This is an optimization exercise on Yosys and OpenROAD, whose aim is small area, not a production implementation. The RTL was checked by simulation tests, not by an equivalence proof against the original design. Power and IR drop assume default switching activity.

### flow/design.v
`timescale 1ns / 1ps
module Top_Module #(parameter CW = 16) (
    input Trigger_S1,
    input Trigger_S2,
    input Trigger_S3,
    input Trigger_S4,
    input Gbl_CLK,
    input RST_EX,
    input Dim_Load,
    input [31:0] DIM_MAX,
    output SR_OUT1,
    output SR_OUT2,
    output SR_OUT3,
    output SR_OUT4,
    output Flag_ERR,
    output Flag_CNT,
    output Flag_DIAG,
    output Flag_MED,
    output Result_Ready,
    output [1:0] Quadrent,
    output [31:0] P,
    output [31:0] Q,
    output [31:0] R
    );
    reg [3:0] L, SR;
    wire [3:0] T = {Trigger_S1, Trigger_S2, Trigger_S3, Trigger_S4};
    always @(posedge Gbl_CLK) begin
        L  <= T | (L & {4{~RST_EX}});
        SR <= L;
    end
    assign {SR_OUT1, SR_OUT2, SR_OUT3, SR_OUT4} = SR;
    wire any_r = |SR;           
    wire all_r = &SR;           
    wire all_l = &L;
    wire [3:0] rise = T & ~L;
    reg rst_d;
    always @(posedge Gbl_CLK) rst_d <= RST_EX;
    reg [3:0] ph;
    always @(posedge Gbl_CLK)
        if (RST_EX || ph == 4'd9) ph <= 4'd0;
        else                      ph <= ph + 4'd1;
    wire tick = (ph == 4'd4);      
    reg [CW-1:0] lim;
    reg        lim_hi;
    always @(posedge Gbl_CLK)
        if (Dim_Load) begin
            lim    <= DIM_MAX[CW-1:0];
            lim_hi <= |DIM_MAX[31:CW];
        end
    reg [CW-1:0] G;
    reg        cof_g;           
    reg        cof_s;           
    wire [CW:0] c;
    assign c[0] = 1'b1;
    genvar i;
    generate for (i = 0; i < CW; i = i + 1) begin : cmp
        assign c[i+1] = (G[i] & ~lim[i]) | (c[i] & (G[i] | ~lim[i]));
    end endgenerate
    wire       ge    = ~lim_hi & c[CW];
    wire       etick = tick & any_r & ~all_l;
    wire [CW-1:0] G_n = (etick & ~ge) ? G + 1'b1 : G;
    wire       cof_n = etick ? ge : cof_g;
    always @(posedge Gbl_CLK) begin
        G     <= rst_d ? {CW{1'b0}} : G_n;       
        cof_g <= ~RST_EX & cof_n;
        cof_s <= ~RST_EX & (cof_s | (|rise & cof_n));
    end
    wire COF = ~all_l & (cof_g | cof_s);
    reg [CW-1:0] V1, V2;
    reg [1:0]  s;
    reg [1:0]  tA, tB, tC, tD;
    wire       alloc = (|rise) & any_r & ~RST_EX & ~rst_d;
    wire [1:0] s_n   = s + 2'd1;
    always @(posedge Gbl_CLK) begin
        if (alloc && s == 2'd0) V1 <= G_n;
        if (alloc && s == 2'd1) V2 <= G_n;
        if (RST_EX) begin
            s <= 2'd0; tA <= 2'd0; tB <= 2'd0; tC <= 2'd0; tD <= 2'd0;
        end else if (alloc) begin
            s <= s_n;
            if (rise[3]) tA <= s_n;
            if (rise[2]) tB <= s_n;
            if (rise[1]) tC <= s_n;
            if (rise[0]) tD <= s_n;
        end
    end
    wire [1:0] selX, selY, selZ;
    FSM Logic_System(.FSM_CLK(Gbl_CLK), .COF(COF), .FSM_RST(RST_EX),
        .A(L[3]), .B(L[2]), .C(L[1]), .D(L[0]),
        .FSM_ERR(Flag_ERR), .FSM_CNT(Flag_CNT), .FSM_DIAG(Flag_DIAG), .FSM_MED(Flag_MED),
        .FSM_W(Quadrent), .FSM_X(selX), .FSM_Y(selY), .FSM_Z(selZ));
    function [1:0] pick(input [1:0] sel, input [1:0] a, input [1:0] b, input [1:0] c, input [1:0] d);
        case (sel)
            2'd0: pick = a;
            2'd1: pick = b;
            2'd2: pick = c;
            default: pick = d;
        endcase
    endfunction
    reg [1:0] tP, tQ, tR;
    reg       rdy;
    always @(posedge Gbl_CLK) begin
        tP  <= all_r ? pick(selX, tA, tB, tC, tD) : 2'd0;
        tQ  <= all_r ? pick(selY, tA, tB, tC, tD) : 2'd0;
        tR  <= all_r ? pick(selZ, tA, tB, tC, tD) : 2'd0;
        rdy <= all_r | (rdy & ~RST_EX);
    end
    assign Result_Ready = rdy;
    function [CW-1:0] slot(input [1:0] t, input [CW-1:0] v1, input [CW-1:0] v2, input [CW-1:0] g);
        case (t)
            2'd0: slot = {CW{1'b0}};
            2'd1: slot = v1;
            2'd2: slot = v2;
            default: slot = g;
        endcase
    endfunction
    assign P = {{(32-CW){1'b0}}, slot(tP, V1, V2, G)};
    assign Q = {{(32-CW){1'b0}}, slot(tQ, V1, V2, G)};
    assign R = {{(32-CW){1'b0}}, slot(tR, V1, V2, G)};
endmodule
`timescale 1ns / 1ps
module FSM(input FSM_CLK, input COF, input FSM_RST, input A, input B, input C, input D,
  output FSM_ERR, output FSM_CNT, output FSM_DIAG, output FSM_MED,
  output [1:0] FSM_W, output [1:0] FSM_X, output [1:0] FSM_Y, output [1:0] FSM_Z);
  reg [8:0] q;
  wire [8:0] qn;
  assign qn[0] = (q[1]&~q[2]&D&~C) | (q[0]&~A&~COF) | (q[2]&q[3]&~q[4]&C) | (~q[3]&q[4]&D&B) | (~q[2]&~D&~C&A) | (q[2]&~D&~B) | (q[0]&~q[1]&~q[4]) | (q[3]&~q[8]&~C&A) | (q[0]&q[8]) | (q[1]&~q[2]&~q[3]&~q[4]&D&A) | (q[0]&q[2]&q[4]) | (~q[0]&q[2]&~q[4]&D&B&A) | (~q[2]&~q[4]&~D&B&A) | (q[5]&A) | (q[2]&~q[3]&q[4]&COF) | (~q[1]&~q[2]&~q[8]&C&~A) | (~q[0]&~q[4]&D&A&COF) | (~q[0]&~q[4]&B&A&COF);
  assign qn[1] = (~q[3]&~D&~B) | (q[1]&q[3]&C&~COF) | (~q[1]&~q[2]&~q[8]&C&~A) | (q[1]&q[8]) | (~D&~C&~A) | (q[3]&~q[4]&~A) | (~q[3]&q[4]&~q[8]&D&B) | (q[1]&q[2]&~B) | (q[2]&~q[4]&C&~B) | (q[0]&q[2]&q[4]&~q[8]&C) | (q[2]&~q[3]&~q[4]&~D) | (~q[1]&q[2]&~q[4]&D&~C&B) | (q[2]&~q[4]&~D&C) | (q[5]&~D&A) | (~q[0]&~q[2]&q[4]&~q[8]&D&B) | (q[2]&~q[3]&~q[8]&~B&COF) | (q[2]&~D&C&COF) | (q[1]&q[3]&~D&C&B) | (q[0]&q[1]&~B&A) | (~q[1]&~q[4]&~C&COF);
  assign qn[2] = (~q[0]&~q[2]&~q[3]&D&C&~A) | (q[2]&~q[3]&~B) | (~q[3]&~D&B) | (q[1]&q[2]&~A) | (q[5]&~A) | (q[1]&~q[2]&~q[8]&~C&A) | (q[4]&~q[8]&~C&A) | (~q[3]&D&~B&A) | (q[0]&q[2]&q[3]) | (~q[3]&~q[5]&q[8]) | (~q[0]&~q[2]&~q[3]&q[4]&B) | (q[2]&q[3]&q[4]&B&A) | (~q[2]&~q[3]&C&B&COF) | (~q[2]&~q[3]&~q[8]&B&A&COF);
  assign qn[3] = (~q[4]&D&~B&~A) | (~q[2]&q[3]) | (q[4]&~D&~B) | (~q[1]&q[3]&C) | (~C&B&~A) | (q[3]&A&~COF) | (~q[2]&~q[4]&~D&B&A) | (q[3]&~q[4]&A);
  assign qn[4] = (~q[2]&D&~A) | (C&~A) | (q[4]) | (~q[2]&~D&C&~B);
  assign qn[5] = (~q[3]&~q[4]&C&B&~A) | (q[5]&~D&~A&~COF) | (~q[4]&q[5]) | (~q[1]&q[2]&~q[3]&~q[4]&B) | (~q[1]&q[2]&~D&~C&COF);
  assign qn[6] = (q[1]&~q[2]&q[3]&~q[4]&~q[8]&D) | (q[1]&q[2]&~q[3]&q[4]&~q[8]&A) | (~q[0]&~q[1]&~q[2]&~q[8]&C&B) | (q[6]);
  assign qn[7] = (q[1]&~q[2]&~q[3]&~q[4]&~q[8]&D&C&B&A) | (q[7]);
  assign qn[8] = (q[8]) | (q[2]&q[3]&C&~A) | (q[5]&D&~A) | (~q[1]&~q[4]&C&~B) | (~q[0]&q[2]&q[3]&~B) | (~q[1]&q[2]&~q[4]&D&~C&B) | (~q[1]&q[2]&~q[4]&~D&C) | (q[5]&~D&A) | (q[1]&~q[2]&q[3]&~q[4]&D) | (q[4]&~C&~A&COF) | (~q[0]&q[3]&~B&COF) | (q[0]&q[1]&~A&COF) | (~q[1]&~q[4]&~C&COF) | (~q[0]&q[2]&~B&COF) | (q[2]&q[4]&~C&COF) | (q[1]&q[2]&q[4]&COF) | (~q[0]&q[2]&~q[3]&~D&COF) | (q[1]&~q[2]&q[3]&~q[4]&COF);
  always @(posedge FSM_CLK) q <= FSM_RST ? 9'd2 : qn;
  assign FSM_ERR = (q[8]);
  assign FSM_CNT = (q[7]);
  assign FSM_DIAG = (q[6]);
  assign FSM_MED = (q[5]);
  assign FSM_W[1] = (q[4]);
  assign FSM_W[0] = (q[3]);
  assign FSM_X[1] = (~q[2]&~q[4]&~q[7]) | (q[3]&q[4]) | (~q[3]&~q[4]&q[8]);
  assign FSM_X[0] = (~q[3]&~q[8]) | (q[1]&~q[3]);
  assign FSM_Y[1] = (q[2]&q[3]&~q[4]) | (q[1]&~q[3]&q[4]) | (q[7]);
  assign FSM_Y[0] = (~q[3]&~q[7]&~q[8]) | (q[1]&~q[3]);
  assign FSM_Z[1] = (~q[4]);
  assign FSM_Z[0] = (q[3]) | (q[7]);
endmodule
### flow/flow/run.sh
#!/bin/bash
# The standard layout with two changes to how the layout is made:
#  - synthesis maps the logic with an area-oriented ABC script (flow/abc_area.script,
#    used in place of ORFS's own abc_area.script; only the ABC step differs)
#  - the port buffers use the smallest buffer cell
# Each step's full output goes to a log file in this folder.
set -euo pipefail
HERE=$(pwd)
rm -rf "$HERE/scripts_local"
cp -r "$FLOW_HOME/scripts" "$HERE/scripts_local"
cp "$HERE/flow/abc_area.script" "$HERE/scripts_local/abc_area.script"
bash standard.sh SCRIPTS_DIR="$HERE/scripts_local" synth > "$HERE/make_synth.log" 2>&1
export BUFFER_PORTS_ARGS="-buffer_cell sky130_fd_sc_hd__buf_1"
bash standard.sh finish > "$HERE/make_finish.log" 2>&1
### flow/flow/abc_area.script
strash
&get -n
&deepsyn -T 60
&put
dch -f
amap
topo
stime -c
buffer -c
upsize -c
dnsize -c
### flow/standard.sh
#!/bin/bash
# synth_recipe.tcl (not shown) runs the flow's synth.tcl, then flattens the netlist and writes it again
# the make line also repeats each setting of config.mk as NAME=value (left out here)
make -C /OpenROAD-flow-scripts/flow DESIGN_CONFIG=/design/flow/config.mk WORK_HOME=/design/flow/orfs CLKGATE_MAP_FILE= SYNTH_SCRIPT=/design/flow/synth_recipe.tcl "${@:-finish}"
### flow/config.mk
export PLATFORM = sky130hd
export DESIGN_NAME = Top_Module
export DESIGN_NICKNAME = Top_Module
export VERILOG_FILES = /design/flow/design.v
export SDC_FILE = /design/flow/constraint.sdc
export NUM_CORES = 4
export LEC_CHECK = 0
export ABC_AREA = 1
export CAP_MARGIN = 20
export CORE_MARGIN = 2
export CORE_UTILIZATION = 65
export CTS_BUF_LIST = sky130_fd_sc_hd__clkbuf_8
export SLEW_MARGIN = 20
### flow/constraint.sdc
create_clock -name core_clock -period 10.0 [get_ports {Gbl_CLK}]
set_input_delay 2.0000 -clock core_clock [delete_from_list [all_inputs] [get_ports {Gbl_CLK}]]
set_output_delay 2.0000 -clock core_clock [all_outputs]
set_load 0.01 [all_outputs]
==> run_results.csv, run 1 <==
group,metric,value,unit
clock_network,cts_made_buffers,9,
place,port_buffers,97,
setup_path,ff2ff_path_depth,34,
global_routing,grt_pass1_wl,24.5,mm
clock_network,post_cts_buffers,0,
global_routing,grt_pass1_vias,4950,
timing,fin_crit_sh,48.0,%
floorplan,die_area,9550,um2
timing,period_minus_slack,4.80,ns
yosys,ys_async_sr_fraction,0,%
yosys,syn_inst,651,
timing,slew_headroom,30.7,%
timing,rsz0062_at_grt,"no",
global_routing,grt_max_degree,18,
place,gp_congestion,0.936,
floorplan,die_w,97.7,um
setup_path,r2r_start,"G[0]",
setup_path,critPathRequiredTime,10.12,ns
clock_network,clk_pin_slew_worst_paths,0.10,ns
status,status,"timing/DRC/antenna clean",
hold_path,hold_class,"reg2reg",
pwr,cellPowerDensity,152,nW/um2
yosys,synth.cell_area,5710,um2
setup_path,r2r_end,"V1[15]",
timing,final.setup_skew,0.0175,ns
timing,whs,0.474,ns
clock_network,clock_sinks,106,
floorplan,die_h,97.7,um
timing,tns,0,ns
yosys,ys_types,49,
floorplan,top_level_ports,146,
cells_and_area,fill_cells,706,
setup_path,r2r_setup_slack,5.20,ns
floorplan,start_util,66.1,%
setup_path,critical_path.slowest_cell,"dfxtp_1",
setup_path,crit_type,"reg2reg",
drt,wirelength,15.6,mm
drt,viasPerCell,6.26,
clock_network,htreeDepth,3,
drt,ant_nets,0,
hold_path,whs_path_depth,1,
timing,tightest_slew,1.03,ns
clock_network,cts_root_buffer,"clkbuf_8",
setup_path,end_kind,"flip-flop",
setup_path,cp.arrival,4.92,ns
setup_path,cp_slowest_stage_delay,0.39,ns
drt,drc,0,
clock_network,clock_path_buffers,2,
cells_and_area,fin_cells,847,
setup_path,crit_path_max_fanout,6,
place,placed_area,5960,um2
floorplan,core_area,8640,um2
timing,setup_viol,0,
yosys,synth.avg_cell_area,8.77,um2
cells_and_area,stdcell_area,6120,um2
setup_path,startpoint_type,"flip-flop",
pwr,peakVddDrop,0.0000812,V
pwr,total_power,927,uW
global_routing,antenna_found_initial,0,
drt,drtIter0Drc,881,
global_routing,grt_usage,32.0,%
drt,drt_pass1_iterations,9,
timing,slew_violations,0,
yosys,synth_flop_cell,"dfxtp_1",
run,drv_cap,0,
global_routing,overflow,0,
yosys,synth_seq_cells,106,
hold_path,holdCritStartpoint,"rdy",
place,place_inst,831,
cells_and_area,nets,779,
setup_path,startpoint,"G[0]",
cells_and_area,drive_above_1_share,6.90,%
cells_and_area,n_antenna_cell,0,
hold_path,holdPathEnd,"rdy",
clock_network,cts_tree,"done",
timing,max_freq,208,MHz
yosys,ys_warn_count,2,
pwr,p_leak,0.00264,uW
yosys,synth_seq_area_share,45.8,%
cells_and_area,area_growth,7.14,%
clock_network,ctsResizeCount,0,
timing,hold_viol_final,0,
floorplan,num_rows,34,
drt,wire_per_inst,18.4,um
clock_network,insertion_delay,0.36,ns
drt,num_vias,5303,
place,place_hpwl,11.3,mm
clock_network,ctsHoldBuffers,0,
yosys,synth_edf_count,49,
cells in the final DEF, fill, tap and decap left out, drive strengths merged, types with 6 or more instances in the layout:
cell and instances:
a21oi 15, a222oi 48, a22oi 8, buf 100
clkbuf 9, clkinv 6, conb 48, dfxtp 57
edfxtp 49, ha 6, inv 138, nand2 35
nand3 6, nor2 76, nor3 17, nor4 11
o21ai 17, o22ai 39
registers in the layout (all words and copies together) (netlist names), 4 cells and up:
signal          count
L                   4
G                  16
V1                 16
lim                16
V2                 16
ph                  4
SR                  4
Logic_System.q      9
cells in the mapped netlist, types with 4 or more instances:
master | n | area share [%]
nand2_1 | 35 | 2.3
a211oi_1 | 4 | 0.53
o22ai_1 | 39 | 4.3
ha_1 | 6 | 1.3
nor4_1 | 10 | 1.1
nand3_1 | 6 | 0.53
o211ai_1 | 5 | 0.66
nor2_1 | 75 | 4.9
nand4_1 | 5 | 0.55
nor3_1 | 7 | 0.61
inv_2 | 12 | 0.79
buf_4 | 50 | 6.6
dfxtp_1 | 57 | 20
a222oi_1 | 48 | 8.4
nor3_2 | 10 | 1.8
o221ai_1 | 4 | 0.61
a22oi_1 | 8 | 1.1
a21oi_1 | 14 | 1.2
edfxtp_1 | 49 | 26
o21ai_0 | 16 | 1.4
or3_1 | 5 | 0.55
a31oi_1 | 5 | 0.55
clkbuf_1 | 24 | 1.6
inv_1 | 123 | 8.1
metrics by stage:
stage / util (%) / setup slack (ns)
floorplan: - / 5.81
global placement: 68.7 / 5.48
detailed placement: 69.0 / 5.25
CTS: 70.8 / 5.23
global route: 70.8 / 4.50
finish: 70.8 / 5.20
power breakdown:
part           switching (uW)  leakage [uW]  internal [uW]
combinational             128       0.00163           61.8
sequential               31.7      0.000924            477
clock                     141     0.0000871           87.9
logic make-up after synthesis:
group	count (synthesis)	share of synthesized area, %
buf+inv	213	17.3
simple gates	163	13.7
compound gates	162	21.8
flops	106	45.8
fa+ha+maj	6	1.31
other cells	1	0.0657
metal layers:
metal	routed length, um	vias to the layer above	global-route usage, %
met3	2000	35	7.27
li1	-	2407	-
met2	6940	395	47.6
met5	0	-	0
met1	6430	2466	46.3
met4	253	0	11.2
worst max-delay path, delay by kind of cell, from the launching register on:
family	cells	cell delay, ns
compound gates	12	1.30
buf+inv	8	0.63
flops	1	0.39
simple gates	14	2.22
cell type report:
cell class              count  area (um2)  share of cell area [%]
flip-flops and latches    106        2610                    42.7
multi-input cells         379        2300                    37.6
inverters                 138         518                    8.47
repair buffers            100         390                    6.38
well taps                 108         135                    2.21
clock buffers               9         124                    2.02
clock inverters             7        36.3                   0.593
worst max path at each step:
stage | slack, ns | end | depth (start not counted)
2_1_floorplan | 5.81 | V1[15] | 34
3_3_place_gp | 5.48 | V1[15] | 34
3_5_place_dp | 5.25 | V2[15] | 34
4_1_cts | 5.23 | V2[15] | 34
5_1_grt | 4.50 | V1[15] | 34
6_report | 5.20 | V1[15] | 34
==> run 2: changes to the inputs <==
==> flow/flow/abc_area.script (replaced) <==
strash
&get -n
&deepsyn -T 60
&put
dch -f
amap
topo
--- a/flow/config.mk
+++ b/flow/config.mk
@@ -8,6 +8,6 @@
 export ABC_AREA = 1
 export CAP_MARGIN = 20
 export CORE_MARGIN = 2
-export CORE_UTILIZATION = 65
+export CORE_UTILIZATION = 40
 export CTS_BUF_LIST = sky130_fd_sc_hd__clkbuf_8
 export SLEW_MARGIN = 20
==> run_results.csv, run 2 <==
group,metric,value,unit
status,status,"timing/DRC/antenna clean",
yosys,synth_flop_cell,"dfxtp_1",
drt,drtIter0Drc,567,
yosys,synth_seq_cells,106,
cells_and_area,area_growth,11.3,%
cells_and_area,final_common_cell,"clkinv_1",
setup_path,startpoint_type,"flip-flop",
setup_path,crit_buf_inv,8,
run,drv_cap,0,
clock_network,htreeDepth,3,
timing,rsz0062_at_grt,"no",
yosys,yosysMostFrequentCell,"clkinv_1",
place,place_hpwl,11.4,mm
clock_network,cts_made_buffers,9,
timing,hold_viol_final,0,
place,gp_congestion,0.882,
timing,fin_crit_sh,59.4,%
global_routing,overflow,0,
floorplan,num_rows,42,
setup_path,cp_slowest_stage_delay,0.46,ns
setup_path,crit_family,"simple AND/OR/NAND/NOR gates",
cells_and_area,regArea,2610,um2
drt,wirelength,15.7,mm
clock_network,ctsHoldBuffers,0,
cells_and_area,multi_input_area,2200,um2
drt,drc,0,
pwr,p_leak,0.00211,uW
cells_and_area,drive_above_1_share,3.23,%
yosys,syn_inst,626,
yosys,yosys.area.top_type_share,26.6,%
clock_network,clk_pin_slew_worst_paths,0.10,ns
clock_network,insertion_delay,0.38,ns
place,placed_area,5980,um2
cells_and_area,fin_cells,920,
floorplan,die_h,122,um
setup_path,crit_path_max_fanout,6,
clock_network,ctsResizeCount,0,
yosys,synth_seq_area_share,47.2,%
yosys,synth.avg_cell_area,8.84,um2
place,port_buffers,97,
floorplan,core_area,13300,um2
yosys,synthTopCellsByCount,"138 x clkinv_1, 76 x nor2_1, 57 x dfxtp_1",
setup_path,critical_path.slowest_cell,"nor4_1",
clock_network,cts_tree,"done",
setup_path,r2r_setup_slack,4.06,ns
floorplan,die_area,14800,um2
global_routing,grt_pass1_vias,4790,
drt,drt_pass1_iterations,8,
drt,viasPerCell,5.57,
yosys,ys_top_cells_by_area,"edfxtp_1 27%, dfxtp_1 21%, clkinv_1 9.4%, a222oi_1 8.7%, buf_4 6.8%",
yosys,synth_top_area_cell,"edfxtp_1",
timing,max_freq,168,MHz
cells_and_area,fill_cells,1341,
yosys,synth.cell_area,5530,um2
timing,final.setup_skew,0.00837,ns
global_routing,grt_usage,21.8,%
cells_and_area,stdcell_area,6160,um2
timing,period_minus_slack,5.94,ns
floorplan,start_util,41.4,%
yosys,ys_types,38,
yosys,synth_edf_count,49,
pwr,cellPowerDensity,153,nW/um2
setup_path,crit_type,"reg2reg",
drt,num_vias,5125,
timing,slew_violations,0,
clock_network,clock_sinks,106,
global_routing,antenna_found_initial,0,
clock_network,clock_path_buffers,2,
global_routing,grt_max_degree,19,
clock_network,post_cts_buffers,0,
floorplan,die_w,122,um
cells_and_area,layout_common_cells,"138 x clkinv_1, 97 x buf_1, 75 x nor2_1, 57 x dfxtp_1, 49 x edfxtp_1",
cells_and_area,n_antenna_cell,0,
setup_path,critPathRequiredTime,10.14,ns
setup_path,cp.arrival,6.08,ns
floorplan,top_level_ports,146,
timing,tightest_slew,0.957,ns
hold_path,hold_class,"reg2reg",
setup_path,crit_path_frequent_cell,"clkinv_1",
global_routing,grt_pass1_wl,24.9,mm
timing,setup_viol,0,
yosys,ys_warn_count,2,
pwr,peakVddDrop,0.0000869,V
setup_path,end_kind,"flip-flop",
cells_and_area,nets,784,
yosys,ys_async_sr_fraction,0,%
timing,slew_headroom,36.2,%
drt,ant_nets,0,
timing,tns,0,ns
drt,wire_per_inst,17.1,um
place,place_inst,904,
clock_network,cts_root_buffer,"clkbuf_8",
==> run 2: cell families (layout without fill, tap and decap cells) <==
family	Yosys count	count (layout)	synth area share [%]
fa+ha+maj	6	6	1.36
compound gates	162	162	22.2
simple gates	163	163	13.0
buf+inv	188	259	16.2
other cells	1	48	0.0678
flops	106	106	47.2
==> run 2: final timing paths <==
check             start      to  depth (start not counted)
setup / recovery   G[0]  V1[15]                         34
hold / removal      rdy     rdy                          1
setup reg to reg   G[0]  V1[15]                         34
hold reg to reg     rdy     rdy                          1
==> run 2: worst register-to-register path, delay by kind of cell, from the launching register on <==
family / cells / cell delay (ns)
flip-flops: 1 / 0.37
AND/OR/NAND/NOR: 14 / 2.78
AO/OA/AOI/OAI: 12 / 1.39
buffers and inverters: 8 / 1.14
==> run 2: area by class of cell <==
type,count,share of cell area (%)
inverters,138,8.41
clock inverters,6,0.670
multi-input cells,379,35.8
well taps,176,3.58
clock buffers,10,2.23
flip-flops and latches,106,42.4
repair buffers,105,6.89
==> run 2: per-stage QoR <==
stage / total power, uW / setup WS (ns) / hold slack, ns / util [%]
6_report: 944 / 4.06 / 0.482 / 46.1
5_1_grt: 994 / 3.19 / 0.496 / 46.1
4_1_cts: 949 / 4.08 / 0.480 / 46.1
3_5_place_dp: 704 / 4.12 / 0.454 / 44.8
3_3_place_gp: 703 / 4.44 / 0.445 / 44.8
2_1_floorplan: 648 / 4.97 / 0.423 / -
==> run 2: per-layer routing <==
layer,up-vias,part of all wire [%],global-route usage [%]
met2,261,49,38.7
met3,29,7.4,3.42
met5,-,0,0
met4,0,2.4,7.90
li1,2433,-,-
met1,2402,41,26.8
==> run 2: report_power, final <==
group	switching [uW]	internal, uW	leakage, uW
combinational	124	62.7	0.00109
sequential	32.2	477	0.000924
clock	149	98.6	0.0000988
total	306	638	0.00211
==> run 3: changes to the inputs <==
--- a/flow/design.v
+++ b/flow/design.v
@@ -71,9 +71,11 @@
     reg [1:0]  tA, tB, tC, tD;
     wire       alloc = (|rise) & any_r & ~RST_EX & ~rst_d;
     wire [1:0] s_n   = s + 2'd1;
+    reg        alloc_d;
+    always @(posedge Gbl_CLK) alloc_d <= alloc;
     always @(posedge Gbl_CLK) begin
-        if (alloc && s == 2'd0) V1 <= G_n;
-        if (alloc && s == 2'd1) V2 <= G_n;
+        if (alloc_d && s == 2'd1) V1 <= G;
+        if (alloc_d && s == 2'd2) V2 <= G;
         if (RST_EX) begin
             s <= 2'd0; tA <= 2'd0; tB <= 2'd0; tC <= 2'd0; tD <= 2'd0;
         end else if (alloc) begin
--- a/flow/flow/run.sh
+++ b/flow/flow/run.sh
@@ -11,4 +11,5 @@
 cp "$HERE/flow/abc_area.script" "$HERE/scripts_local/abc_area.script"
 bash standard.sh SCRIPTS_DIR="$HERE/scripts_local" synth > "$HERE/make_synth.log" 2>&1
 export BUFFER_PORTS_ARGS="-buffer_cell sky130_fd_sc_hd__buf_1"
+export CTS_ARGS="-sink_clustering_enable -repair_clock_nets -buf_list sky130_fd_sc_hd__clkbuf_8 -dont_use_dummy_load"
 bash standard.sh finish > "$HERE/make_finish.log" 2>&1
==> run_results.csv, run 3 <==
group,metric,value,unit
setup_path,crit_path_max_fanout,7,
place,gp_congestion,0.899,
yosys,synth_seq_cells,107,
setup_path,crit_type,"reg2reg",
pwr,p_leak,0.00196,uW
setup_path,cp.arrival,4.88,ns
timing,max_freq,216,MHz
drt,drtIter0Drc,728,
floorplan,die_h,121,um
timing,slew_headroom,35.1,%
pwr,cellPowerDensity,151,nW/um2
global_routing,grt_pass1_wl,23.3,mm
cells_and_area,layout_common_cells,"111 x clkinv_1, 97 x buf_1, 61 x nor2_1, 58 x dfxtp_1, 51 x a222oi_1",
clock_network,cts_made_buffers,9,
setup_path,crit_path_frequent_cell,"nor2_1",
yosys,synth_seq_area_share,48.2,%
setup_path,ff2ff_path_depth,30,
drt,num_vias,5039,
clock_network,ctsHoldBuffers,0,
global_routing,grt_max_degree,20,
timing,rsz0062_at_grt,"no",
drt,wl_met1,6.56,mm
cells_and_area,utilization,45.4,%
drt,dr_wl_met2,6.76,mm
cells_and_area,n_antenna_cell,0,
place,port_buffers,97,
drt,drt_pass1_iterations,10,
cells_and_area,drive_above_1_share,3.01,%
yosys,synth_edf_count,49,
cells_and_area,final_common_cell,"clkinv_1",
clock_network,cts_root_buffer,"clkbuf_8",
timing,fin_crit_sh,46.3,%
clock_network,clock_path_buffers,2,
floorplan,die_area,14600,um2
hold_path,hold_class,"reg2reg",
place,dp_slack,5.45,ns
status,status,"timing/DRC/antenna clean",
yosys,yosysMostFrequentCell,"clkinv_1",
cells_and_area,fin_cells,874,
timing,slew_violations,0,
run,drv_cap,0,
yosys,synthTopCellsByCount,"111 x clkinv_1, 66 x nor2_1, 58 x dfxtp_1",
clock_network,cts_tree,"done",
clock_network,htreeDepth,3,
setup_path,critical_path.slowest_cell,"dfxtp_1",
yosys,synth.avg_cell_area,9.27,um2
timing,whs,0.461,ns
pwr,peakVddDrop,0.0000515,V
drt,topRoutingLayerUsed,"met4",
yosys,ys_types,41,
global_routing,overflow,0,
drt,viasPerCell,5.77,
yosys,synth_top_area_cell,"edfxtp_1",
setup_path,startpoint_type,"flip-flop",
yosys,ys_async_sr_fraction,0,%
hold_path,whs_path_depth,2,
clock_network,insertion_delay,0.37,ns
drt,wirelength,15.0,mm
floorplan,die_w,121,um
place,place_hpwl,10.6,mm
yosys,synth.cell_area,5470,um2
timing,setup_viol,0,
yosys,ys_top_cells_by_area,"edfxtp_1 27%, dfxtp_1 21%, a222oi_1 9.3%, clkinv_1 7.6%, buf_4 6.9%",
clock_network,post_cts_buffers,0,
timing,hold_viol_final,0,
floorplan,core_area,13300,um2
cells_and_area,nets,745,
timing,final.setup_skew,0.0225,ns
timing,period_minus_slack,4.63,ns
cells_and_area,area_growth,10.3,%
yosys,syn_inst,590,
setup_path,end_kind,"flip-flop",
setup_path,critPathRequiredTime,10.25,ns
drt,dr_wl_met3,1.44,mm
setup_path,cp_slowest_stage_delay,0.49,ns
floorplan,top_level_ports,146,
yosys,yosys.area.top_type_share,26.9,%
timing,tightest_slew,0.965,ns
floorplan,start_util,41.1,%
global_routing,grt_pass1_vias,4698,
drt,wire_per_inst,17.2,um
drt,ant_nets,0,
yosys,synth_flop_cell,"dfxtp_1",
clock_network,clk_pin_slew_worst_paths,0.10,ns
clock_network,ctsResizeCount,0,
cells_and_area,fill_cells,1307,
yosys,ys_warn_count,2,
global_routing,grt_usage,20.3,%
timing,tns,0,ns
floorplan,num_rows,42,
place,place_inst,865,
global_routing,antenna_found_initial,0,
timing,setup_ws,5.37,ns
clock_network,clock_sinks,107,
drt,drc,0,
-- run 3: changes by cell type in the layout (fill, tap and decap cells not counted), sizes merged, moves of 10 or more --
cell,change
o22ai,-17
a211oi,+12
clkinv,-29
nor2,-10
-- run 3: cells by family (layout without fill, tap and decap cells) --
group / after synthesis / count (layout) / synth area share (%)
other: 1 / 48 / 0.0686
DFF: 107 / 107 / 48.2
buffers and inverters: 161 / 222 / 14.5
adders and majority gates: 6 / 6 / 1.37
AOI/OAI and AO/OA: 166 / 166 / 23.9
and+or+nand+nor: 149 / 149 / 12.0
-- run 3: layer usage --
metal / global-route usage [%] / up-vias
li1: - / 2352
met1: 28.1 / 2371
met2: 31.3 / 287
met3: 4.56 / 29
met4: 6.69 / 0
met5: 0 / -
-- run 3: area by class of cell --
class,count,area (um2),area share (%)
inverter,111,417,6.91
sequential,107,2630,43.7
clock buffer,9,124,2.05
timing repair buffer,102,402,6.66
tap,176,220,3.65
multi-input combinational,369,2240,37.1
-- run 3: critical path, delay by kind of cell, from the launching register on --
| family | cells | cell delay [ns] |
|---|---|---|
| flip-flops | 1 | 0.49 |
| AND/OR/NAND/NOR | 17 | 1.27 |
| buffers and inverters | 2 | 0.32 |
| AO/OA/AOI/OAI | 11 | 2.41 |
-- run 3: path summary, 6_finish.rpt --
| path | from | to | slack [ns] |
|---|---|---|---|
| hold / removal | rdy | rdy | 0.46 |
| setup reg to reg | G[2] | G[15] | 5.37 |
| setup / recovery | G[2] | G[15] | 5.37 |
| hold reg to reg | rdy | rdy | 0.46 |
-- run 3: per-stage QoR --
step	total power, uW	instance area (um2)
CTS	907	6030
global placement	701	5890
detailed placement	702	5910
global route	953	6030
floorplan	647	5640
finish	910	6030
-- run 3: report_power, final --
part / internal (uW) / switching (uW) / leakage (uW)
registers: 478 / 31.0 / 0.000935
logic: 61.9 / 126 / 0.000962
clock network: 81.3 / 132 / 0.0000647
total: 621 / 289 / 0.00196
==> run 4: changes to the inputs <==
--- a/flow/flow/run.sh
+++ b/flow/flow/run.sh
@@ -11,5 +11,4 @@
 cp "$HERE/flow/abc_area.script" "$HERE/scripts_local/abc_area.script"
 bash standard.sh SCRIPTS_DIR="$HERE/scripts_local" synth > "$HERE/make_synth.log" 2>&1
 export BUFFER_PORTS_ARGS="-buffer_cell sky130_fd_sc_hd__buf_1"
-export CTS_ARGS="-sink_clustering_enable -repair_clock_nets -buf_list sky130_fd_sc_hd__clkbuf_8 -dont_use_dummy_load"
 bash standard.sh finish > "$HERE/make_finish.log" 2>&1
==> run_results.csv, run 4 <==
group,metric,value,unit
status,status,"timing/DRC/antenna clean",
run,drv_cap,0,
clock_network,cts_tree,"done",
yosys,synth.avg_cell_area,9.27,um2
pwr,p_leak,0.00200,uW
cells_and_area,final_common_cell,"clkinv_1",
drt,wire_per_inst,17.0,um
yosys,synthTopCellsByCount,"111 x clkinv_1, 66 x nor2_1, 58 x dfxtp_1",
place,place_hpwl,10.6,mm
drt,drtIter0Drc,790,
floorplan,start_util,41.1,%
drt,drt_pass1_iterations,10,
cells_and_area,nets,745,
floorplan,die_h,121,um
yosys,yosysMostFrequentCell,"clkinv_1",
hold_path,whs_path_depth,2,
yosys,yosys.area.top_type_share,26.9,%
clock_network,clock_path_buffers,2,
floorplan,top_level_ports,146,
cells_and_area,area_growth,11.6,%
drt,viasPerCell,5.77,
global_routing,grt_pass1_vias,4687,
cells_and_area,layout_common_cells,"111 x clkinv_1, 97 x buf_1, 61 x nor2_1, 58 x dfxtp_1, 51 x a222oi_1",
hold_path,holdCritStartpoint,"rdy",
cells_and_area,drive_above_1_share,3.83,%
global_routing,antenna_found_initial,0,
setup_path,critPathRequiredTime,10.26,ns
timing,slew_violations,0,
global_routing,grt_pass1_wl,23.4,mm
setup_path,startpoint_type,"flip-flop",
yosys,synth_flop_cell,"dfxtp_1",
timing,tightest_slew,0.958,ns
timing,fin_crit_sh,46.2,%
setup_path,end_kind,"flip-flop",
clock_network,htreeDepth,3,
clock_network,cts_root_buffer,"clkbuf_8",
setup_path,r2r_setup_slack,5.38,ns
drt,drc,0,
yosys,ys_async_sr_fraction,0,%
timing,whs,0.461,ns
setup_path,cp.arrival,4.88,ns
setup_path,cp_slowest_stage_delay,0.41,ns
setup_path,critical_path.slowest_cell,"dfxtp_1",
yosys,ys_top_cells_by_area,"edfxtp_1 27%, dfxtp_1 21%, a222oi_1 9.3%, clkinv_1 7.6%, buf_4 6.9%",
timing,setup_viol,0,
timing,final.setup_skew,0.0114,ns
yosys,ys_warn_count,2,
drt,num_vias,5080,
timing,tns,0,ns
place,port_buffers,97,
place,dp_slack,5.45,ns
clock_network,clk_pin_slew_worst_paths,0.10,ns
hold_path,holdPathEnd,"rdy",
clock_network,cts_made_buffers,9,
timing,setup_ws,5.38,ns
timing,period_minus_slack,4.62,ns
setup_path,ff2ff_path_depth,31,
yosys,synth_seq_area_share,48.2,%
setup_path,r2r_start,"G[0]",
clock_network,ctsResizeCount,0,
timing,max_freq,216,MHz
timing,slew_headroom,35.5,%
floorplan,core_area,13300,um2
place,placed_area,5910,um2
clock_network,ctsHoldBuffers,0,
clock_network,insertion_delay,0.37,ns
clock_network,post_cts_buffers,0,
global_routing,grt_usage,20.3,%
place,gp_congestion,0.899,
yosys,synth_top_area_cell,"edfxtp_1",
floorplan,die_w,121,um
floorplan,num_rows,42,
setup_path,crit_path_frequent_cell,"nor2_1",
pwr,cellPowerDensity,158,nW/um2
setup_path,crit_type,"reg2reg",
global_routing,grt_max_degree,20,
cells_and_area,stdcell_area,6100,um2
cells_and_area,fill_cells,1298,
yosys,synth_seq_cells,107,
timing,hold_viol_final,0,
global_routing,overflow,0,
yosys,synth.cell_area,5470,um2
hold_path,hold_class,"reg2reg",
clock_network,clock_sinks,107,
setup_path,crit_path_max_fanout,7,
drt,wirelength,15.0,mm
setup_path,r2r_end,"G[15]",
yosys,syn_inst,590,
yosys,ys_types,41,
floorplan,die_area,14600,um2
timing,rsz0062_at_grt,"no",
cells_and_area,n_antenna_cell,0,
drt,ant_nets,0,
yosys,synth_edf_count,49,
pwr,peakVddDrop,0.0000678,V
-- run 4: layer usage --
layer  GRT usage, %  part of all wire, %  vias up
met3           4.18                   10       20
met1           28.1                   43     2365
li1               -                    -     2362
met2           31.6                   46      333
met5              0                    0        -
met4           6.61                  1.2        0
-- run 4: logic make-up after synthesis --
logic type	Yosys count	synth area share (%)
other	1	0.0686
adders and majority gates	6	1.37
DFF	107	48.2
buffers and inverters	161	14.5
and+or+nand+nor	149	12.0
AOI/OAI and AO/OA	166	23.9
-- run 4: how the worst max path moves through the flow --
stage,depth (start not counted),from,slack (ns),to
2_1_floorplan,31,G[2],6.09,G[15]
3_3_place_gp,31,G[2],5.63,G[15]
3_5_place_dp,31,G[2],5.45,G[15]
4_1_cts,30,G[2],5.42,G[15]
5_1_grt,31,G[2],4.86,G[15]
6_report,31,G[0],5.38,G[15]
-- run 4: cell type report --
type,count,area [um2],area share [%]
sequential,107,2630,43.2
multi-input combinational,369,2240,36.7
inverter,111,417,6.83
timing repair buffer,102,402,6.58
tap,176,220,3.61
clock buffer,9,124,2.03
clock inverter,7,68.8,1.13
-- run 4: critical path, delay by kind of cell (launching register included) --
kind | cells | cell delay, ns
flip-flops | 1 | 0.41
buffers and inverters | 2 | 0.34
AND/OR/NAND/NOR | 17 | 2.38
AO/OA/AOI/OAI | 12 | 1.43
-- run 4: report_power, final --
part / switching [uW] / internal [uW]
registers: 31.3 / 478
clock network: 149 / 116
logic: 125 / 61.9
-- run 4: stage by stage --
stage | total power (uW) | util [%] | std cells
floorplan | 647 | - | 637
global placement | 701 | 44.3 | 865
detailed placement | 702 | 44.4 | 865
CTS | 961 | 45.9 | 881
global route | 1010 | 45.9 | 881
finish | 962 | 45.9 | 881
==> run 5: changes to the inputs <==
--- a/flow/flow/run.sh
+++ b/flow/flow/run.sh
@@ -11,4 +11,4 @@
 cp "$HERE/flow/abc_area.script" "$HERE/scripts_local/abc_area.script"
 bash standard.sh SCRIPTS_DIR="$HERE/scripts_local" synth > "$HERE/make_synth.log" 2>&1
 export BUFFER_PORTS_ARGS="-buffer_cell sky130_fd_sc_hd__buf_1"
-bash standard.sh finish > "$HERE/make_finish.log" 2>&1
+bash standard.sh SKIP_REPAIR_TIE_FANOUT=1 finish > "$HERE/make_finish.log" 2>&1
--- a/flow/config.mk
+++ b/flow/config.mk
@@ -9,5 +9,5 @@
 export CAP_MARGIN = 20
 export CORE_MARGIN = 2
 export CORE_UTILIZATION = 40
-export CTS_BUF_LIST = sky130_fd_sc_hd__clkbuf_8
+export CTS_BUF_LIST = sky130_fd_sc_hd__clkbuf_4 sky130_fd_sc_hd__clkbuf_8
 export SLEW_MARGIN = 20
==> run_results.csv, run 5 <==
group,metric,value,unit
status,status,"timing/DRC/antenna clean",
timing,tightest_slew,0.953,ns
setup_path,critical_path.slowest_cell,"dfxtp_1",
global_routing,grt_pass1_wl,22.6,mm
cells_and_area,area_growth,8.72,%
yosys,ys_warn_count,2,
global_routing,overflow,0,
cells_and_area,fin_cells,839,
yosys,synth_edf_count,49,
timing,setup_viol,0,
drt,num_vias,4857,
setup_path,crit_type,"reg2reg",
timing,tns,0,ns
yosys,ys_types,41,
timing,slew_headroom,35.9,%
yosys,synth_top_area_cell,"edfxtp_1",
clock_network,cts_root_buffer,"clkbuf_8",
drt,viasPerCell,5.79,
setup_path,crit_path_max_fanout,7,
cells_and_area,nets,703,
clock_network,clk_pin_slew_worst_paths,0.10,ns
clock_network,cts_tree,"done",
timing,period_minus_slack,4.54,ns
yosys,synth.avg_cell_area,9.27,um2
setup_path,startpoint_type,"flip-flop",
yosys,ys_async_sr_fraction,0,%
floorplan,die_area,14600,um2
place,gp_congestion,0.908,
clock_network,ctsResizeCount,0,
yosys,synth.cell_area,5470,um2
run,drv_cap,0,
drt,wire_per_inst,17.0,um
floorplan,top_level_ports,146,
clock_network,post_cts_buffers,0,
yosys,synth_seq_area_share,48.2,%
floorplan,die_h,121,um
setup_path,cp_slowest_stage_delay,0.48,ns
global_routing,antenna_found_initial,0,
hold_path,hold_class,"reg2reg",
yosys,ys_top_cells_by_area,"edfxtp_1 27%, dfxtp_1 21%, a222oi_1 9.3%, clkinv_1 7.6%, buf_4 6.9%",
yosys,yosysMostFrequentCell,"clkinv_1",
clock_network,ctsHoldBuffers,0,
clock_network,clock_path_buffers,2,
yosys,synth_flop_cell,"dfxtp_1",
drt,drc,0,
timing,fin_crit_sh,45.4,%
setup_path,critPathRequiredTime,10.24,ns
floorplan,start_util,41.1,%
drt,wirelength,14.3,mm
place,port_buffers,97,
floorplan,num_rows,42,
yosys,synth_seq_cells,107,
pwr,cellPowerDensity,159,nW/um2
drt,drt_pass1_iterations,11,
cells_and_area,layout_common_cells,"111 x clkinv_1, 97 x buf_1, 66 x nor2_1, 58 x dfxtp_1, 51 x a222oi_1",
place,place_inst,823,
yosys,yosys.area.top_type_share,26.9,%
cells_and_area,n_antenna_cell,0,
floorplan,core_area,13300,um2
pwr,p_leak,0.00187,uW
timing,max_freq,220,MHz
setup_path,cp.arrival,4.78,ns
drt,ant_nets,0,
cells_and_area,drive_above_1_share,4.22,%
pwr,peakVddDrop,0.0000550,V
timing,rsz0062_at_grt,"no",
timing,slew_violations,0,
floorplan,die_w,121,um
setup_path,end_kind,"flip-flop",
timing,hold_viol_final,0,
yosys,syn_inst,590,
global_routing,grt_pass1_vias,4524,
global_routing,grt_max_degree,49,
timing,final.setup_skew,0.0152,ns
clock_network,cts_made_buffers,9,
clock_network,htreeDepth,3,
clock_network,clock_sinks,107,
drt,drtIter0Drc,711,
global_routing,grt_usage,19.5,%
cells_and_area,final_common_cell,"clkinv_1",
yosys,synthTopCellsByCount,"111 x clkinv_1, 66 x nor2_1, 58 x dfxtp_1",
clock_network,insertion_delay,0.39,ns
place,place_hpwl,10.1,mm
setup_path,crit_path_frequent_cell,"nor2_1",
==> run 5: layout make-up <==
cell class | count | area, um2
clock buffers | 10 | 138
fillers | 1295 | 7350
inverters | 111 | 417
multi-input cells | 322 | 2050
flip-flops and latches | 107 | 2630
clock inverters | 6 | 50.0
well taps | 176 | 220
repair buffers | 107 | 439
==> run 5: routing by layer <==
layer	GRT usage (%)	part of all wire, %	up-vias
met1	26.2	45	2240
met3	4.09	8.6	15
li1	-	-	2331
met4	6.32	1.2	0
met5	0	0	-
met2	31.5	45	271
==> run 5: per-stage QoR <==
stage | util (%) | worst slack [ns] | total power [uW] | hold WS [ns] | area, um2
final | 44.7 | 5.46 | 946 | 0.479 | 5940
after global routing | 44.7 | 4.82 | 994 | 0.497 | 5940
after CTS | 44.7 | 5.42 | 951 | 0.479 | 5940
after detailed placement | 43.3 | 5.46 | 699 | 0.452 | 5760
after global placement | 43.3 | 5.58 | 701 | 0.445 | 5760
after floorplan | - | 6.09 | 647 | 0.408 | 5470
==> run 5: worst max-delay path, delay by kind of cell, from the launching register on <==
family,cells,cell delay (ns)
AO/OA/AOI/OAI,12,2.32
AND/OR/NAND/NOR,17,1.26
flip-flops,1,0.48
buffers and inverters,2,0.31
==> run 5: report_power, final <==
part | switching (uW) | total, uW | internal [uW]
clock | 153 | 253 | 100
combinational | 122 | 185 | 63.4
sequential | 30.4 | 508 | 478
total | 305 | 946 | 641
==> run 5: path summary, 6_finish.rpt <==
kind                            cells past startpoint  slack (ns)  start  endpoint
worst max-delay path                               31        5.46   G[0]     G[15]
worst max register to register                     31        5.46   G[0]     G[15]
worst min-delay path                                2        0.48  cof_s     cof_s
worst min register to register                      2        0.48  cof_s     cof_s
==> run 5: cells by family (layout without fill, tap and decap cells) <==
family          Yosys count  after routing  share of synthesized area (%)
compound gates          166            166                           23.9
buf+inv                 161            234                           14.5
simple gates            149            149                           12.0
flops                   107            107                           48.2
fa+ha+maj                 6              6                           1.37
other cells               1              1                         0.0686
==> run 6: changes to the inputs <==
--- a/flow/flow/run.sh
+++ b/flow/flow/run.sh
@@ -11,4 +11,5 @@
 cp "$HERE/flow/abc_area.script" "$HERE/scripts_local/abc_area.script"
 bash standard.sh SCRIPTS_DIR="$HERE/scripts_local" synth > "$HERE/make_synth.log" 2>&1
 export BUFFER_PORTS_ARGS="-buffer_cell sky130_fd_sc_hd__buf_1"
-bash standard.sh SKIP_REPAIR_TIE_FANOUT=1 finish > "$HERE/make_finish.log" 2>&1
+export CTS_ARGS="-sink_clustering_enable -repair_clock_nets -buf_list sky130_fd_sc_hd__clkbuf_8 -sink_clustering_buffer sky130_fd_sc_hd__clkbuf_4 -sink_clustering_size 8 -dont_use_dummy_load"
+bash standard.sh finish > "$HERE/make_finish.log" 2>&1
--- a/flow/config.mk
+++ b/flow/config.mk
@@ -9,5 +9,5 @@
 export CAP_MARGIN = 20
 export CORE_MARGIN = 2
 export CORE_UTILIZATION = 40
-export CTS_BUF_LIST = sky130_fd_sc_hd__clkbuf_4 sky130_fd_sc_hd__clkbuf_8
+export CTS_BUF_LIST = sky130_fd_sc_hd__clkbuf_8
 export SLEW_MARGIN = 20
==> run_results.csv, run 6 <==
group,metric,value,unit
floorplan,die_area,14600,um2
pwr,peakVddDrop,0.0000515,V
pwr,total_power,910,uW
cells_and_area,drive_above_1_share,3.01,%
timing,final.setup_skew,0.0225,ns
setup_path,startpoint_type,"flip-flop",
drt,ant_nets,0,
yosys,ys_types,41,
timing,period_minus_slack,4.63,ns
cells_and_area,layout_common_cells,"111 x clkinv_1, 97 x buf_1, 61 x nor2_1, 58 x dfxtp_1, 51 x a222oi_1",
yosys,synth_seq_cells,107,
yosys,yosysMostFrequentCell,"clkinv_1",
global_routing,grt_usage,20.3,%
setup_path,crit_family,"compound AO/OA/AOI/OAI gates",
global_routing,overflow,0,
yosys,synth.cell_area,5470,um2
global_routing,grt_pass1_wl,23.3,mm
yosys,syn_inst,590,
floorplan,die_h,121,um
timing,tns,0,ns
setup_path,critical_path.slowest_cell,"dfxtp_1",
yosys,ys_warn_count,2,
clock_network,ctsHoldBuffers,0,
clock_network,htreeDepth,3,
place,port_buffers,97,
clock_network,ctsResizeCount,0,
setup_path,critPathRequiredTime,10.25,ns
pwr,p_int,621,uW
pwr,cellPowerDensity,151,nW/um2
yosys,ys_async_sr_fraction,0,%
pwr,switching_share,31.7,%
status,status,"timing/DRC/antenna clean",
drt,drc,0,
clock_network,cts_root_buffer,"clkbuf_8",
place,dp_slack,5.45,ns
floorplan,start_util,41.1,%
pwr,clkPwrFrac,23.4,%
setup_path,crit_buf_inv,2,
cells_and_area,nets,745,
pwr,power_frac_comb,20.7,%
global_routing,grt_max_degree,20,
run,drv_cap,0,
cells_and_area,final_common_cell,"clkinv_1",
timing,slew_headroom,35.1,%
drt,drtIter0Drc,728,
clock_network,clock_sinks,107,
timing,hold_viol_final,0,
yosys,synth_seq_area_share,48.2,%
pwr,p_seq_share,55.9,%
place,gp_congestion,0.899,
timing,rsz0062_at_grt,"no",
yosys,synth_flop_cell,"dfxtp_1",
setup_path,end_kind,"flip-flop",
setup_path,crit_path_frequent_cell,"nor2_1",
yosys,synth_edf_count,49,
clock_network,post_cts_buffers,0,
drt,drt_pass1_iterations,10,
cells_and_area,stdcell_area,6030,um2
clock_network,insertion_delay,0.37,ns
hold_path,hold_class,"reg2reg",
timing,setup_ws,5.37,ns
timing,max_freq,216,MHz
yosys,synth.avg_cell_area,9.27,um2
drt,viasPerCell,5.77,
clock_network,cts_made_buffers,9,
global_routing,grt_pass1_vias,4698,
timing,tightest_slew,0.965,ns
timing,slew_violations,0,
clock_network,clk_pin_slew_worst_paths,0.10,ns
place,placed_area,5910,um2
drt,wirelength,15.0,mm
floorplan,top_level_ports,146,
global_routing,antenna_found_initial,0,
yosys,synth_top_area_cell,"edfxtp_1",
yosys,ys_top_cells_by_area,"edfxtp_1 27%, dfxtp_1 21%, a222oi_1 9.3%, clkinv_1 7.6%, buf_4 6.9%",
clock_network,cts_tree,"done",
timing,setup_viol,0,
clock_network,clock_path_buffers,2,
setup_path,cp_slowest_stage_delay,0.49,ns
setup_path,crit_path_max_fanout,7,
pwr,p_switching,289,uW
yosys,synthTopCellsByCount,"111 x clkinv_1, 66 x nor2_1, 58 x dfxtp_1",
setup_path,cp.arrival,4.88,ns
place,place_hpwl,10.6,mm
cells_and_area,area_growth,10.3,%
floorplan,die_w,121,um
yosys,yosys.area.top_type_share,26.9,%
floorplan,num_rows,42,
setup_path,crit_type,"reg2reg",
pwr,p_leak,0.00196,uW
drt,wire_per_inst,17.2,um
floorplan,core_area,13300,um2
cells_and_area,n_antenna_cell,0,
timing,fin_crit_sh,46.3,%
drt,num_vias,5039,
-- run 6: area by class of cell --
cell class,instances,area (um2)
sequential,107,2630
clock buffer,9,124
inverter,111,417
timing repair buffer,102,402
multi-input combinational,369,2240
fill,1307,7260
tap,176,220
-- run 6: worst register-to-register path: cells and delay by family, from the launching register on --
kind,cells,cell delay (ns)
AOI/OAI and AO/OA,11,2.41
and+or+nand+nor,17,1.27
DFF,1,0.49
buffers and inverters,2,0.33
-- run 6: worst paths after layout --
| path | startpoint | endpoint | slack (ns) | cells past startpoint |
|---|---|---|---|---|
| worst max-delay path | G[2] | G[15] | 5.37 | 30 |
| worst min-delay path | rdy | rdy | 0.46 | 2 |
| worst max register to register | G[2] | G[15] | 5.37 | 30 |
| worst min register to register | rdy | rdy | 0.46 | 2 |
-- run 6: stage by stage --
stage,utilization [%],hold slack (ns),std cells
2_1_floorplan,-,0.408,637
3_3_place_gp,44.3,0.444,865
3_5_place_dp,44.4,0.445,865
4_1_cts,45.4,0.458,874
5_1_grt,45.4,0.464,874
6_report,45.4,0.461,874
-- run 6: power groups by stage --
stage	combinational [uW]	clock [uW]	sequential (uW)
6_report	188	213	509
5_1_grt	207	233	512
4_1_cts	184	214	508
3_5_place_dp	184	0	518
3_3_place_gp	183	0	518
2_1_floorplan	137	0	509
-- run 6: metal layers --
metal	track usage, %	part of all wire (%)	vias to the layer above
li1	-	-	2352
met1	28.1	44	2371
met2	31.3	45	287
met3	4.56	9.6	29
met4	6.69	1.7	0
met5	0	0	-
-- run 6: cells by family after synthesis --
group | count (synthesis) | synth area share [%]
AND/OR/NAND/NOR | 149 | 12.0
flip-flops | 107 | 48.2
buffers and inverters | 161 | 14.5
adder cells (fa/ha/maj) | 6 | 1.37
AO/OA/AOI/OAI | 166 | 23.9
other | 1 | 0.0686
==> run 7: changes to the inputs <==
==> flow/flow/run.sh (replaced) <==
#!/bin/bash
# The standard layout with three changes to how the layout is made:
#  - synthesis maps the logic with an area-oriented ABC script (flow/abc_area.script,
#    used in place of ORFS's own abc_area.script; only the ABC step differs)
#  - the port buffers use the smallest buffer cell
#  - clock tree synthesis uses clkbuf_8 buffers and inserts no dummy loads
# Each step's full output goes to a log file in this folder.
set -euo pipefail
HERE=$(pwd)
rm -rf "$HERE/scripts_local"
cp -r "$FLOW_HOME/scripts" "$HERE/scripts_local"
cp "$HERE/flow/abc_area.script" "$HERE/scripts_local/abc_area.script"
bash standard.sh SCRIPTS_DIR="$HERE/scripts_local" synth > "$HERE/make_synth.log" 2>&1
export BUFFER_PORTS_ARGS="-buffer_cell sky130_fd_sc_hd__buf_1"
export CTS_ARGS="-sink_clustering_enable -repair_clock_nets -buf_list sky130_fd_sc_hd__clkbuf_8 -dont_use_dummy_load"
bash standard.sh finish > "$HERE/make_finish.log" 2>&1
--- a/flow/config.mk
+++ b/flow/config.mk
@@ -6,8 +6,10 @@
 export NUM_CORES = 4
 export LEC_CHECK = 0
 export ABC_AREA = 1
-export CAP_MARGIN = 20
+export CAP_MARGIN = 5
 export CORE_MARGIN = 2
 export CORE_UTILIZATION = 40
 export CTS_BUF_LIST = sky130_fd_sc_hd__clkbuf_8
-export SLEW_MARGIN = 20
+export GPL_ROUTABILITY_DRIVEN = 0
+export GPL_TIMING_DRIVEN = 0
+export SLEW_MARGIN = 5
==> run_results.csv, run 7 <==
group,metric,value,unit
status,status,"timing/DRC/antenna clean",
global_routing,grt_usage,18.8,%
setup_path,end_kind,"flip-flop",
setup_path,cp_slowest_stage_delay,0.52,ns
clock_network,cts_made_buffers,9,
yosys,synth_seq_area_share,48.2,%
cells_and_area,nets,791,
pwr,p_leak,0.00222,uW
timing,final.setup_skew,0.0252,ns
global_routing,use_met1,25.9,%
yosys,synth_seq_cells,107,
global_routing,grt_pass1_vias,4506,
drt,wire_per_inst,15.2,um
global_routing,grt_max_degree,20,
setup_path,cp.arrival,4.85,ns
timing,whs,0.475,ns
setup_path,r2r_setup_slack,5.37,ns
yosys,yosysMostFrequentCell,"clkinv_1",
clock_network,cts_root_buffer,"clkbuf_8",
setup_path,crit_path_frequent_cell,"nor2_1",
setup_path,crit_buf_inv,2,
yosys,yosys.area.top_type_share,26.9,%
floorplan,core_area,13300,um2
clock_network,post_cts_buffers,0,
global_routing,overflow,0,
pwr,peakVddDrop,0.0000486,V
yosys,synth_top_area_cell,"edfxtp_1",
setup_path,critical_path.slowest_cell,"dfxtp_1",
setup_path,ff2ff_path_depth,31,
drt,drtIter0Drc,629,
yosys,ys_async_sr_fraction,0,%
setup_path,crit_family,"compound AO/OA/AOI/OAI gates",
drt,drc,0,
timing,rsz0062_at_grt,"no",
yosys,synth_top_family_by_area,"compound AO/OA/AOI/OAI gates",
yosys,synthAdderAreaFrac,1.37,%
global_routing,busiest_layer,"met2",
floorplan,num_rows,42,
clock_network,clock_path_buffers,2,
drt,drt_pass1_iterations,7,
place,port_buffers,97,
setup_path,crit_type,"reg2reg",
yosys,syn_inst,590,
global_routing,met3_usage,3.48,%
floorplan,die_w,121,um
yosys,ys_warn_count,2,
hold_path,whs_path_depth,1,
setup_path,crit_path_max_fanout,7,
floorplan,start_util,41.1,%
clock_network,htreeDepth,3,
run,drv_cap,0,
cells_and_area,n_antenna_cell,0,
yosys,synth_edf_count,49,
cells_and_area,fill_cells,1252,
yosys,synth_flop_cell,"dfxtp_1",
yosys,synthTopCellsByCount,"111 x clkinv_1, 66 x nor2_1, 58 x dfxtp_1",
global_routing,grtUsageMet2,29.3,%
setup_path,startpoint,"G[0]",
place,place_hpwl,9.90,mm
setup_path,critPathRequiredTime,10.22,ns
floorplan,die_h,121,um
yosys,ys_types,41,
hold_path,hold_class,"reg2reg",
yosys,synth.avg_cell_area,9.27,um2
hold_path,holdPathEnd,"ph[0]",
cells_and_area,area_growth,16.5,%
timing,fin_crit_sh,46.3,%
drt,num_vias,5086,
yosys,ys_top_cells_by_area,"edfxtp_1 27%, dfxtp_1 21%, a222oi_1 9.3%, clkinv_1 7.6%, buf_4 6.9%",
yosys,synthSimpleGateAreaFrac,12.0,%
cells_and_area,drive_above_1_share,8.33,%
timing,max_freq,216,MHz
drt,wirelength,14.0,mm
global_routing,grt_pass1_wl,21.9,mm
timing,hold_viol_final,0,
yosys,synth_mux_area_share,0,%
yosys,synth.cell_area,5470,um2
floorplan,die_area,14600,um2
clock_network,ctsResizeCount,0,
clock_network,insertion_delay,0.37,ns
yosys,synth-compound-area-share,23.9,%
pwr,cellPowerDensity,143,nW/um2
timing,tns,0,ns
timing,period_minus_slack,4.63,ns
clock_network,cts_tree,"done",
drt,viasPerCell,5.53,
clock_network,clk_pin_slew_worst_paths,0.10,ns
timing,slew_headroom,12.6,%
setup_path,r2r_start,"G[0]",
clock_network,ctsHoldBuffers,0,
setup_path,r2r_end,"G[15]",
drt,ant_nets,0,
cells_and_area,layout_common_cells,"111 x clkinv_1, 97 x buf_1, 66 x nor2_1, 58 x dfxtp_1, 51 x a222oi_1",
clock_network,clock_sinks,107,
global_routing,antenna_found_initial,0,
timing,setup_viol,0,
timing,tightest_slew,1.31,ns
yosys,synthXorXnorAreaFrac,0,%
hold_path,holdCritStartpoint,"ph[0]",
floorplan,top_level_ports,146,
setup_path,startpoint_type,"flip-flop",
timing,slew_violations,0,
pwr,total_power,910,uW
cells_and_area,final_common_cell,"clkinv_1",
## run 7: cell count changes in the layout (fill, tap and decap cells not counted), sizes merged
cell,previous run,this run
buf,102,148
## run 7: kinds of logic (layout without fill, tap and decap cells)
group                      Yosys count  count (layout)
DFF                                107             107
buffers and inverters              161             268
other                                1              48
AOI/OAI and AO/OA                  166             166
and+or+nand+nor                    149             149
adders and majority gates            6               6
## run 7: layer usage
metal / vias up / wire length, um
met5: - / 0
met4: 0 / 283
met3: 23 / 1340
met2: 304 / 6310
met1: 2329 / 6020
li1: 2430 / -
## run 7: worst max path at each step
stage / endpoint / slack (ns) / cells after the start
floorplan: G[15] / 6.09 / 31
global placement: G[15] / 5.39 / 31
detailed placement: G[15] / 5.34 / 31
CTS: G[15] / 5.31 / 31
global route: G[15] / 4.56 / 31
finish: G[15] / 5.37 / 31
## run 7: worst register-to-register path, delay by kind of cell, from the launching register on
family | cells | cell delay (ns)
AO/OA/AOI/OAI | 12 | 2.33
buffers and inverters | 2 | 0.33
flip-flops | 1 | 0.52
AND/OR/NAND/NOR | 17 | 1.33
## run 7: where the power goes
part	switching (uW)	leakage [uW]	internal, uW
clock network	126	0.0000647	81.1
logic	122	0.00122	74.3
registers	29.5	0.000935	478
## run 7: area by class of cell
cell class / instances / area [um2] / share of cell area [%]
Clock buffer: 9 / 124 / 1.95
Multi-Input combinational cell: 369 / 2220 / 34.9
Sequential cell: 107 / 2630 / 41.3
Inverter: 111 / 417 / 6.54
Tap cell: 176 / 220 / 3.46
Timing Repair Buffer: 98 / 375 / 5.90
Buffer: 50 / 375 / 5.90
## run 7: through the flow
stage	std cells	util [%]	worst slack (ns)	instance area [um2]
floorplan	637	-	6.09	5640
global placement	910	46.8	5.39	6230
detailed placement	910	46.9	5.34	6230
CTS	919	47.8	5.31	6360
global route	920	47.9	4.56	6370
finish	920	47.9	5.37	6370
==> run 8: changes to the inputs <==
==> flow/config.mk (replaced) <==
export PLATFORM = sky130hd
export DESIGN_NAME = Top_Module
export DESIGN_NICKNAME = Top_Module
export VERILOG_FILES = /design/flow/design.v
export SDC_FILE = /design/flow/constraint.sdc
export NUM_CORES = 4
export LEC_CHECK = 0
export ABC_AREA = 1
export CAP_MARGIN = 20
export CORE_MARGIN = 2
export CORE_UTILIZATION = 65
export CTS_BUF_LIST = sky130_fd_sc_hd__clkbuf_8
export SLEW_MARGIN = 20
==> run_results.csv, run 8 <==
group,metric,value,unit
hold_path,hold_class,"reg2reg",
timing,slew_violations,0,
global_routing,grt_pass1_vias,4623,
yosys,ys_top_cells_by_area,"edfxtp_1 27%, dfxtp_1 21%, a222oi_1 9.3%, clkinv_1 7.6%, buf_4 6.9%",
timing,slew_headroom,34.5,%
global_routing,grt_max_degree,20,
cells_and_area,final_common_cell,"clkinv_1",
yosys,synthTopCellsByCount,"111 x clkinv_1, 66 x nor2_1, 58 x dfxtp_1",
pwr,switching_share,31.5,%
setup_path,startpoint,"G[2]",
timing,rsz0062_at_grt,"no",
cells_and_area,n_antenna_cell,0,
setup_path,crit_path_frequent_cell,"nor2_1",
timing,hold_viol_final,0,
clock_network,clock_path_buffers,2,
pwr,clkPwrFrac,23.1,%
clock_network,ctsHoldBuffers,0,
pwr,p_seq_share,56.2,%
timing,tightest_slew,0.973,ns
floorplan,start_util,66.9,%
pwr,p_switching,286,uW
drt,num_vias,5208,
setup_path,crit_family,"compound AO/OA/AOI/OAI gates",
yosys,ys_types,41,
clock_network,htreeDepth,3,
setup_path,cp_slowest_stage_delay,0.48,ns
pwr,cellPowerDensity,153,nW/um2
yosys,synth_edf_count,49,
global_routing,grt_pass1_wl,22.6,mm
setup_path,r2r_start,"G[2]",
place,place_hpwl,10.0,mm
yosys,synth_top_area_cell,"edfxtp_1",
clock_network,ctsResizeCount,0,
yosys,synth_seq_area_share,48.2,%
setup_path,crit_path_max_fanout,7,
timing,final.setup_skew,0.0355,ns
setup_path,path_depth,31,
yosys,synth_seq_cells,107,
drt,wire_per_inst,18.0,um
setup_path,r2r_setup_slack,5.37,ns
floorplan,num_rows,33,
setup_path,cp.arrival,4.87,ns
clock_network,post_cts_buffers,0,
clock_network,clk_pin_slew_worst_paths,0.11,ns
cells_and_area,area_growth,8.61,%
floorplan,die_h,95.7,um
setup_path,ff2ff_path_depth,31,
drt,ant_nets,0,
setup_path,critPathRequiredTime,10.24,ns
run,drv_cap,0,
drt,drtIter0Drc,620,
timing,setup_ws,5.37,ns
yosys,synthXorXnorAreaFrac,0,%
floorplan,top_level_ports,146,
setup_path,crit_type,"reg2reg",
timing,max_freq,216,MHz
setup_path,startpoint_type,"flip-flop",
yosys,yosysMostFrequentCell,"clkinv_1",
drt,viasPerCell,6.49,
floorplan,core_area,8180,um2
setup_path,critical_path.slowest_cell,"dfxtp_1",
clock_network,cts_made_buffers,9,
yosys,synthAdderAreaFrac,1.37,%
clock_network,insertion_delay,0.38,ns
pwr,power_frac_comb,20.7,%
yosys,ys_warn_count,2,
global_routing,overflow,0,
timing,setup_viol,0,
place,port_buffers,97,
setup_path,crit_buf_inv,2,
setup_path,cp-endpoint,"G[15]",
timing,fin_crit_sh,46.3,%
drt,wirelength,14.5,mm
yosys,synth-compound-area-share,23.9,%
place,dp_slack,5.40,ns
yosys,synth.cell_area,5470,um2
cells_and_area,layout_common_cells,"111 x clkinv_1, 97 x buf_1, 58 x dfxtp_1, 58 x nor2_1, 51 x a222oi_1",
clock_network,cts_root_buffer,"clkbuf_8",
yosys,syn_inst,590,
cells_and_area,drive_above_1_share,3.01,%
yosys,synth_flop_cell,"dfxtp_1",
cells_and_area,nets,744,
yosys,synth.avg_cell_area,9.27,um2
yosys,ys_async_sr_fraction,0,%
setup_path,end_kind,"flip-flop",
floorplan,die_area,9160,um2
clock_network,cts_tree,"done",
drt,drt_pass1_iterations,11,
pwr,p_leak,0.00195,uW
drt,drc,0,
status,status,"timing/DRC/antenna clean",
timing,tns,0,ns
timing,period_minus_slack,4.63,ns
clock_network,clock_sinks,107,
yosys,yosys.area.top_type_share,26.9,%
pwr,peakVddDrop,0.0000739,V
cells_and_area,utilization,72.6,%
floorplan,die_w,95.7,um
setup_path,r2r_end,"G[15]",
global_routing,grt_usage,31.5,%
yosys,synth_mux_area_share,0,%
yosys,synth_top_family_by_area,"compound AO/OA/AOI/OAI gates",
pwr,p_int,621,uW
place,gp_congestion,0.967,
yosys,synthSimpleGateAreaFrac,12.0,%
global_routing,antenna_found_initial,0,
==> run 8: cell counts after synthesis <==
No cell type changed its count.
==> run 8: power by group through the flow <==
stage,registers [uW],clock network (uW),logic (uW)
after floorplan,509,0,137
after global placement,517,0,177
after detailed placement,517,0,179
after CTS,507,209,180
after global routing,512,224,206
final,509,210,188
==> run 8: how the worst min path moves through the flow <==
stage / startpoint / endpoint / slack (ns) / depth (start not counted)
2_1_floorplan: L[2] / SR[2] / 0.41 / 0
3_3_place_gp: rdy / rdy / 0.44 / 2
3_5_place_dp: rdy / rdy / 0.45 / 2
4_1_cts: rdy / rdy / 0.46 / 2
5_1_grt: rdy / rdy / 0.48 / 2
6_report: rdy / rdy / 0.46 / 2
==> run 8: worst min-delay path, stage by stage (launching register included) <==
cell and delay, ns:
dfxtp_1 0.31, nand2_1 0.06, nand2_1 0.04
==> run 8: layer usage <==
metal | up-vias | share of wire, % | global-route usage [%]
met5 | - | 0 | 0
met2 | 429 | 45 | 45.9
li1 | 2350 | - | -
met3 | 33 | 14 | 9.40
met4 | 0 | 1.9 | 9.29
met1 | 2396 | 39 | 45.6
==> run 8: cell families (layout without fill, tap and decap cells) <==
| family | after synthesis | in the layout |
|---|---|---|
| AO/OA/AOI/OAI | 166 | 166 |
| buffers and inverters | 161 | 221 |
| AND/OR/NAND/NOR | 149 | 149 |
| flip-flops | 107 | 107 |
| adder cells (fa/ha/maj) | 6 | 6 |
| other | 1 | 48 |
==> run 8: layout make-up <==
class	instances	area, um2
sequential	107	2630
multi-input combinational	369	2240
fill	611	2240
inverter	111	417
timing repair buffer	101	394
tap	105	131
clock buffer	9	124
==> run 8: through the flow <==
step	std cells	area, um2	hold WS, ns	power (uW)
3_3_place_gp	793	5790	0.442	694
4_1_cts	802	5920	0.461	896
2_1_floorplan	637	5640	0.408	647
5_1_grt	802	5940	0.479	942
6_report	802	5940	0.456	907
3_5_place_dp	793	5790	0.447	696

[re-timing with driven ports]
In the flow no input, the clock included, has a driving cell. The finished layouts below were timed again as built, in two steps. Step 1 (the two cells are an assumption about what drives the block):
set clk [get_ports {Gbl_CLK}]
set_driving_cell -lib_cell sky130_fd_sc_hd__clkbuf_16 $clk
set_driving_cell -lib_cell sky130_fd_sc_hd__buf_2 [delete_from_list [all_inputs] $clk]
Step 2 also shifts input and output timing later by t, the mid clock arrival at the registers, as if the neighbouring blocks saw the same clock. Three values: no drivers, after step 1, after step 2; two values: the first two.
run | t, ns | setup WS [ns] | cell pins on the clock port's net
run 1 | 0.391 | 5.201 / 5.201 / 5.201 | 1
run 2 | 0.411 | 4.059 / 4.059 / 4.059 | 1
run 3 | 0.391 | 5.375 / 5.375 / 5.375 | 1
run 4 | 0.393 | 5.379 / 5.379 / 5.379 | 1
run 5 | 0.414 | 5.461 / 5.461 / 5.461 | 1
run 6 | 0.391 | 5.375 / 5.375 / 5.375 | 1
run 7 | 0.390 | 5.371 / 5.371 / 5.371 | 1
run 8 | 0.383 | 5.375 / 5.375 / 5.375 | 1
After both steps every run listed still meets setup and hold.
